Background: an optimization exercise with open tools, aiming at small area and a short achievable clock period. Do not read the settings as production practice. The RTL was checked by simulation tests, not by an equivalence proof against the original design. Power is estimated from default activity; no workload was simulated.

==> inputs of v21 <==
==> flow/design.v (excerpt) <==
module systolic_array_8x8 #(
    parameter N = 8,
    parameter DATA_WIDTH = 8,
    parameter ACC_WIDTH = 32
) (
    input  wire clk,
    input  wire rst,
    input  wire [N*DATA_WIDTH-1:0] a_in_top,
    input  wire [N*DATA_WIDTH-1:0] b_in_left,
    output wire [N*N*ACC_WIDTH-1:0] c_out_matrix
);
==> module systolic_array_8x8, before the edit <==
module systolic_array_8x8 #(
    parameter N = 8,
    parameter DATA_WIDTH = 8,
    parameter ACC_WIDTH = 32
) (
    input  wire clk,
    input  wire rst,
    input  wire [N*DATA_WIDTH-1:0] a_in_top,
    input  wire [N*DATA_WIDTH-1:0] b_in_left,
    output wire [N*N*ACC_WIDTH-1:0] c_out_matrix
);
    reg  [N-2:0] rst_q;
    wire [N-1:0] rs;
    always @(posedge clk)
        rst_q <= {rst_q[N-3:0], rst};
    assign rs[0] = rst;
    genvar d;
    generate for (d = 1; d < N; d = d + 1) begin : g_rs
        assign rs[d] = rs[d-1] | rst_q[d-1];
    end endgenerate
    wire [7:0] a_d [0:N-1][0:N-1];
    wire [7:0] b_d [0:N-1][0:N-1];
    reg  [7:0] a_reg [0:N-2][0:N-1];
    reg  [7:0] b_reg [0:N-1][0:N-2];
    genvar i, j;
    generate
        for (i = 0; i < N; i = i + 1) begin : g_row
            for (j = 0; j < N; j = j + 1) begin : g_col
                if (i == 0) begin : g_atop
                    assign a_d[i][j] = a_in_top[j*8 +: 8];
                end else begin : g_ain
                    assign a_d[i][j] = a_reg[i-1][j];
                end
                if (j == 0) begin : g_bleft
                    assign b_d[i][j] = b_in_left[i*8 +: 8];
                end else begin : g_bin
                    assign b_d[i][j] = b_reg[i][j-1];
                end
                if (i < N-1) begin : g_areg
                    always @(posedge clk)
                        a_reg[i][j] <= a_d[i][j];
                end
                if (j < N-1) begin : g_breg
                    always @(posedge clk)
                        b_reg[i][j] <= b_d[i][j];
                end
                pe u_pe (.clk(clk), .rst(rs[(i > j) ? i : j]), .a_in(a_d[i][j]), .b_in(b_d[i][j]),
                         .p_sum_out(c_out_matrix[(i*N + j)*ACC_WIDTH +: ACC_WIDTH]));
            end
        end
    endgenerate
endmodule
==> module inc16, before the edit <==
module inc16 (
    input  wire [15:0] x,
    input  wire        ci,
    output wire [15:0] y
);
    wire [79:0] p;
    assign p[15:0] = x;
    genvar l, k;
    generate for (l = 0; l < 4; l = l + 1) begin : g_lvl
        for (k = 0; k < 16; k = k + 1) begin : g_bit
            if ((k >> l) & 1) begin : g_and
                assign p[16*(l+1) + k] = p[16*l + k] & p[16*l + ((k >> l) << l) - 1];
            end else begin : g_pass
                assign p[16*(l+1) + k] = p[16*l + k];
            end
        end
    end endgenerate
    wire [15:0] t = {p[78:64] & {15{ci}}, ci};
    assign y = x ^ t;
endmodule
==> flow/config.mk <==
export PLATFORM = sky130hd
export DESIGN_NAME = systolic_array_8x8
export DESIGN_NICKNAME = systolic_array_8x8
export VERILOG_FILES = /design/flow/design.v
export SDC_FILE = /design/flow/constraint.sdc
export NUM_CORES = 4
export LEC_CHECK = 0
export CAP_MARGIN = 20
export CORE_MARGIN = 2
export CORE_UTILIZATION = 60
export SETUP_SLACK_MARGIN = 2.7
export SLEW_MARGIN = 20
==> flow/constraint.sdc <==
create_clock -name core_clock -period 7.0 [get_ports {clk}]
set_input_delay 1.4000 -clock core_clock [delete_from_list [all_inputs] [get_ports {clk}]]
set_output_delay 1.4000 -clock core_clock [all_outputs]
set_load 0.01 [all_outputs]
standard.sh (not shown) runs the stock make flow with config.mk's settings and CLKGATE_MAP_FILE= SYNTH_SCRIPT=/design/flow/synth_recipe.tcl, a recipe that flattens the netlist after the stock synthesis.
==> flow/flow/run.sh <==
#!/bin/bash
# Own layout flow:
#  1. the standard synthesis, unchanged;
#  2. flow/polfix.py re-chooses which full-adder cells work on complemented
#     signals (a full adder is self-dual), and simple gates (and2 or nand2, ...) use the complement cell, removing most of the inverters that
#     synthesis leaves between adder cells; registers are not touched;
#  3. the standard ORFS layout from floorplan to finish, with sky130 buf_1
#     cells as the port buffers.
# Each step's full output goes to its own log file in this folder.
set -euo pipefail
R=orfs/results/sky130hd/systolic_array_8x8/base
bash standard.sh synth > synth.log 2>&1
cp "$R/1_2_yosys.v" "$R/1_2_yosys_std.v"
python3 flow/polfix.py "$R/1_2_yosys_std.v" "$R/1_2_yosys.v" > polfix.log 2>&1
rm -f "$R/1_synth.odb" "$R/1_synth.sdc"
export BUFFER_PORTS_ARGS="-buffer_cell sky130_fd_sc_hd__buf_1"
bash standard.sh finish > layout.log 2>&1
Other scripts of this flow, unchanged in this note and not shown: flow/flow/polfix.py
==> inputs of v15, as changes to v21 <==
--- a/flow/design.v
+++ b/flow/design.v
@@ -297,15 +297,6 @@
     input  wire [N*DATA_WIDTH-1:0] b_in_left,
     output wire [N*N*ACC_WIDTH-1:0] c_out_matrix
 );
-    reg  [N-2:0] rst_q;
-    wire [N-1:0] rs;
-    always @(posedge clk)
-        rst_q <= {rst_q[N-3:0], rst};
-    assign rs[0] = rst;
-    genvar d;
-    generate for (d = 1; d < N; d = d + 1) begin : g_rs
-        assign rs[d] = rs[d-1] | rst_q[d-1];
-    end endgenerate
     wire [7:0] a_d [0:N-1][0:N-1];
     wire [7:0] b_d [0:N-1][0:N-1];
     reg  [7:0] a_reg [0:N-2][0:N-1];
@@ -326,13 +317,13 @@
                 end
                 if (i < N-1) begin : g_areg
                     always @(posedge clk)
-                        a_reg[i][j] <= a_d[i][j];
+                        a_reg[i][j] <= rst ? 8'd0 : a_d[i][j];
                 end
                 if (j < N-1) begin : g_breg
                     always @(posedge clk)
-                        b_reg[i][j] <= b_d[i][j];
+                        b_reg[i][j] <= rst ? 8'd0 : b_d[i][j];
                 end
-                pe u_pe (.clk(clk), .rst(rs[(i > j) ? i : j]), .a_in(a_d[i][j]), .b_in(b_d[i][j]),
+                pe u_pe (.clk(clk), .rst(rst), .a_in(a_d[i][j]), .b_in(b_d[i][j]),
                          .p_sum_out(c_out_matrix[(i*N + j)*ACC_WIDTH +: ACC_WIDTH]));
             end
         end
--- a/flow/config.mk
+++ b/flow/config.mk
@@ -7,6 +7,6 @@
 export LEC_CHECK = 0
 export CAP_MARGIN = 20
 export CORE_MARGIN = 2
-export CORE_UTILIZATION = 60
-export SETUP_SLACK_MARGIN = 2.7
+export CORE_UTILIZATION = 66
+export SETUP_SLACK_MARGIN = 2.5
 export SLEW_MARGIN = 20
==> inputs of v24, as changes to v21 <==
--- a/flow/design.v
+++ b/flow/design.v
@@ -31,19 +31,23 @@
     input  wire        ci,
     output wire [15:0] y
 );
-    wire [79:0] p;
-    assign p[15:0] = x;
-    genvar l, k;
-    generate for (l = 0; l < 4; l = l + 1) begin : g_lvl
-        for (k = 0; k < 16; k = k + 1) begin : g_bit
-            if ((k >> l) & 1) begin : g_and
-                assign p[16*(l+1) + k] = p[16*l + k] & p[16*l + ((k >> l) << l) - 1];
-            end else begin : g_pass
-                assign p[16*(l+1) + k] = p[16*l + k];
-            end
-        end
+    wire [3:0] blk;
+    wire [3:0] bc;
+    wire [15:0] t;
+    genvar q;
+    generate for (q = 0; q < 4; q = q + 1) begin : g_blk
+        assign blk[q] = &x[4*q +: 4];
+    end endgenerate
+    assign bc[0] = ci;
+    assign bc[1] = ci & blk[0];
+    assign bc[2] = ci & blk[0] & blk[1];
+    assign bc[3] = ci & blk[0] & blk[1] & blk[2];
+    generate for (q = 0; q < 4; q = q + 1) begin : g_in
+        assign t[4*q]   = bc[q];
+        assign t[4*q+1] = bc[q] & x[4*q];
+        assign t[4*q+2] = bc[q] & x[4*q] & x[4*q+1];
+        assign t[4*q+3] = bc[q] & x[4*q] & x[4*q+1] & x[4*q+2];
     end endgenerate
-    wire [15:0] t = {p[78:64] & {15{ci}}, ci};
     assign y = x ^ t;
 endmodule
 module mac17 (
@@ -297,15 +301,6 @@
     input  wire [N*DATA_WIDTH-1:0] b_in_left,
     output wire [N*N*ACC_WIDTH-1:0] c_out_matrix
 );
-    reg  [N-2:0] rst_q;
-    wire [N-1:0] rs;
-    always @(posedge clk)
-        rst_q <= {rst_q[N-3:0], rst};
-    assign rs[0] = rst;
-    genvar d;
-    generate for (d = 1; d < N; d = d + 1) begin : g_rs
-        assign rs[d] = rs[d-1] | rst_q[d-1];
-    end endgenerate
     wire [7:0] a_d [0:N-1][0:N-1];
     wire [7:0] b_d [0:N-1][0:N-1];
     reg  [7:0] a_reg [0:N-2][0:N-1];
@@ -326,13 +321,13 @@
                 end
                 if (i < N-1) begin : g_areg
                     always @(posedge clk)
-                        a_reg[i][j] <= a_d[i][j];
+                        a_reg[i][j] <= rst ? 8'd0 : a_d[i][j];
                 end
                 if (j < N-1) begin : g_breg
                     always @(posedge clk)
-                        b_reg[i][j] <= b_d[i][j];
+                        b_reg[i][j] <= rst ? 8'd0 : b_d[i][j];
                 end
-                pe u_pe (.clk(clk), .rst(rs[(i > j) ? i : j]), .a_in(a_d[i][j]), .b_in(b_d[i][j]),
+                pe u_pe (.clk(clk), .rst(rst), .a_in(a_d[i][j]), .b_in(b_d[i][j]),
                          .p_sum_out(c_out_matrix[(i*N + j)*ACC_WIDTH +: ACC_WIDTH]));
             end
         end
--- a/flow/config.mk
+++ b/flow/config.mk
@@ -7,6 +7,7 @@
 export LEC_CHECK = 0
 export CAP_MARGIN = 20
 export CORE_MARGIN = 2
-export CORE_UTILIZATION = 60
-export SETUP_SLACK_MARGIN = 2.7
+export CORE_UTILIZATION = 62
+export CTS_BUF_LIST = sky130_fd_sc_hd__clkbuf_8
+export SETUP_SLACK_MARGIN = 2.0
 export SLEW_MARGIN = 20
==> inputs of v29, as changes to v21 <==
--- a/flow/config.mk
+++ b/flow/config.mk
@@ -8,5 +8,5 @@
 export CAP_MARGIN = 20
 export CORE_MARGIN = 2
 export CORE_UTILIZATION = 60
-export SETUP_SLACK_MARGIN = 2.7
+export SETUP_SLACK_MARGIN = 2.4
 export SLEW_MARGIN = 20
==> comparison table <==
item                                                                           v29                            v24                v15                      v21
Clock buffer count in the final layout                                         469                            678                  -                      470
Number of clock buffers inserted by TritonCTS                                  347                            544                  -                      344
RSZ-0062 raised after global routing                                          true                           true                  -                     true
Critical path buffer and inverter count                                          2                              1                  -                        2
Worst Hold Margin                                                         0.385 ns                       0.553 ns                  -                 0.368 ns
Pwr/cell area                                                           272 nW/um2                     170 nW/um2                  -               278 nW/um2
Met2 GRT Util                                                                0.582                          0.591                  -                    0.590
Worst slack after detailed placement                                       1.19 ns                        1.28 ns                  -                  1.15 ns
Number of multi-input combinational cells in the layout                      15700                          16500                  -                    15700
H-Tree Depth                                                                     5                              6                  -                        5
Number of max-cap violations                                                     0                              0                  -                        0
Number of cells on the worst hold path                                           0                              2                  -                        0
Met2 WL post-DR                                                          308000 um                      314000 um                  -                316000 um
Relative slew slack                                                          0.193                          0.170                  -                    0.213
Combinational share of power                                                 0.439                          0.152                  -                    0.477
Outcome                                                    complete, no violations        complete, no violations     did not finish  complete, no violations
Stage where the flow stopped                                                     -                              -  I/O pin placement                        -
Vertical extent of the die                                                  606 um                         609 um             589 um                   606 um
Hold EP                                                               a_reg[39][2]  g_row[1].g_col[0].u_pe.hi[15]                  -             a_reg[19][0]
Largest net degree at the start of global routing                              139                            226                  -                      119
Post-CTS sizing                                                                609                             22                  -                     1893
Non-filler instance count after layout                                       28700                          29600                  -                    29200
Clock slew at reported path FFs                                            0.07 ns                        0.06 ns                  -                  0.06 ns
Fraction of met3 tracks used by global routing                              0.0941                          0.109                  -                    0.100
DP Area                                                                 233000 um2                     241000 um2                  -               233000 um2
Final weighted congestion in routability-driven placement                    0.957                          0.949                  -                    0.948
CTS Sinks                                                                     3015                           3008                  -                     3015

-- what the ideal ports hide --
No port has a modelled driver above. Below, the same layouts with a new extraction and two added sets of constraints. Step 1 sets driving cells, clkbuf_16 on the clock port and buf_2 on the other inputs (assumed; they add their load-dependent delay and slew). Step 2 times the ports against the registers' clock, not the clock port: input delays grow and output delays shrink by t, the midpoint of the rising clock arrivals with the driver on. a / b / c = ideal ports / drivers / drivers and shift; a / b = the first two.
run	t, ns	setup slack, ns	hold WS [ns]	worst setup path at the end	worst register clock-pin slew, ns
v21	1.083	2.540 / 2.536 / 1.463	0.368 / 0.368 / 0.368	input to register	0.07 / 0.07
v24	1.322	2.084 / 1.957 / 1.122	0.553 / 0.505 / 0.553	input to register	0.07 / 0.07
v29	1.087	2.466 / 2.343 / 1.444	0.385 / 0.385 / 0.385	input to register	0.07 / 0.07
After both steps setup and hold are still met in every run listed. The setup slack of v21, which loses most, moves by -0.004 ns with the drivers and by -1.077 ns with both steps.
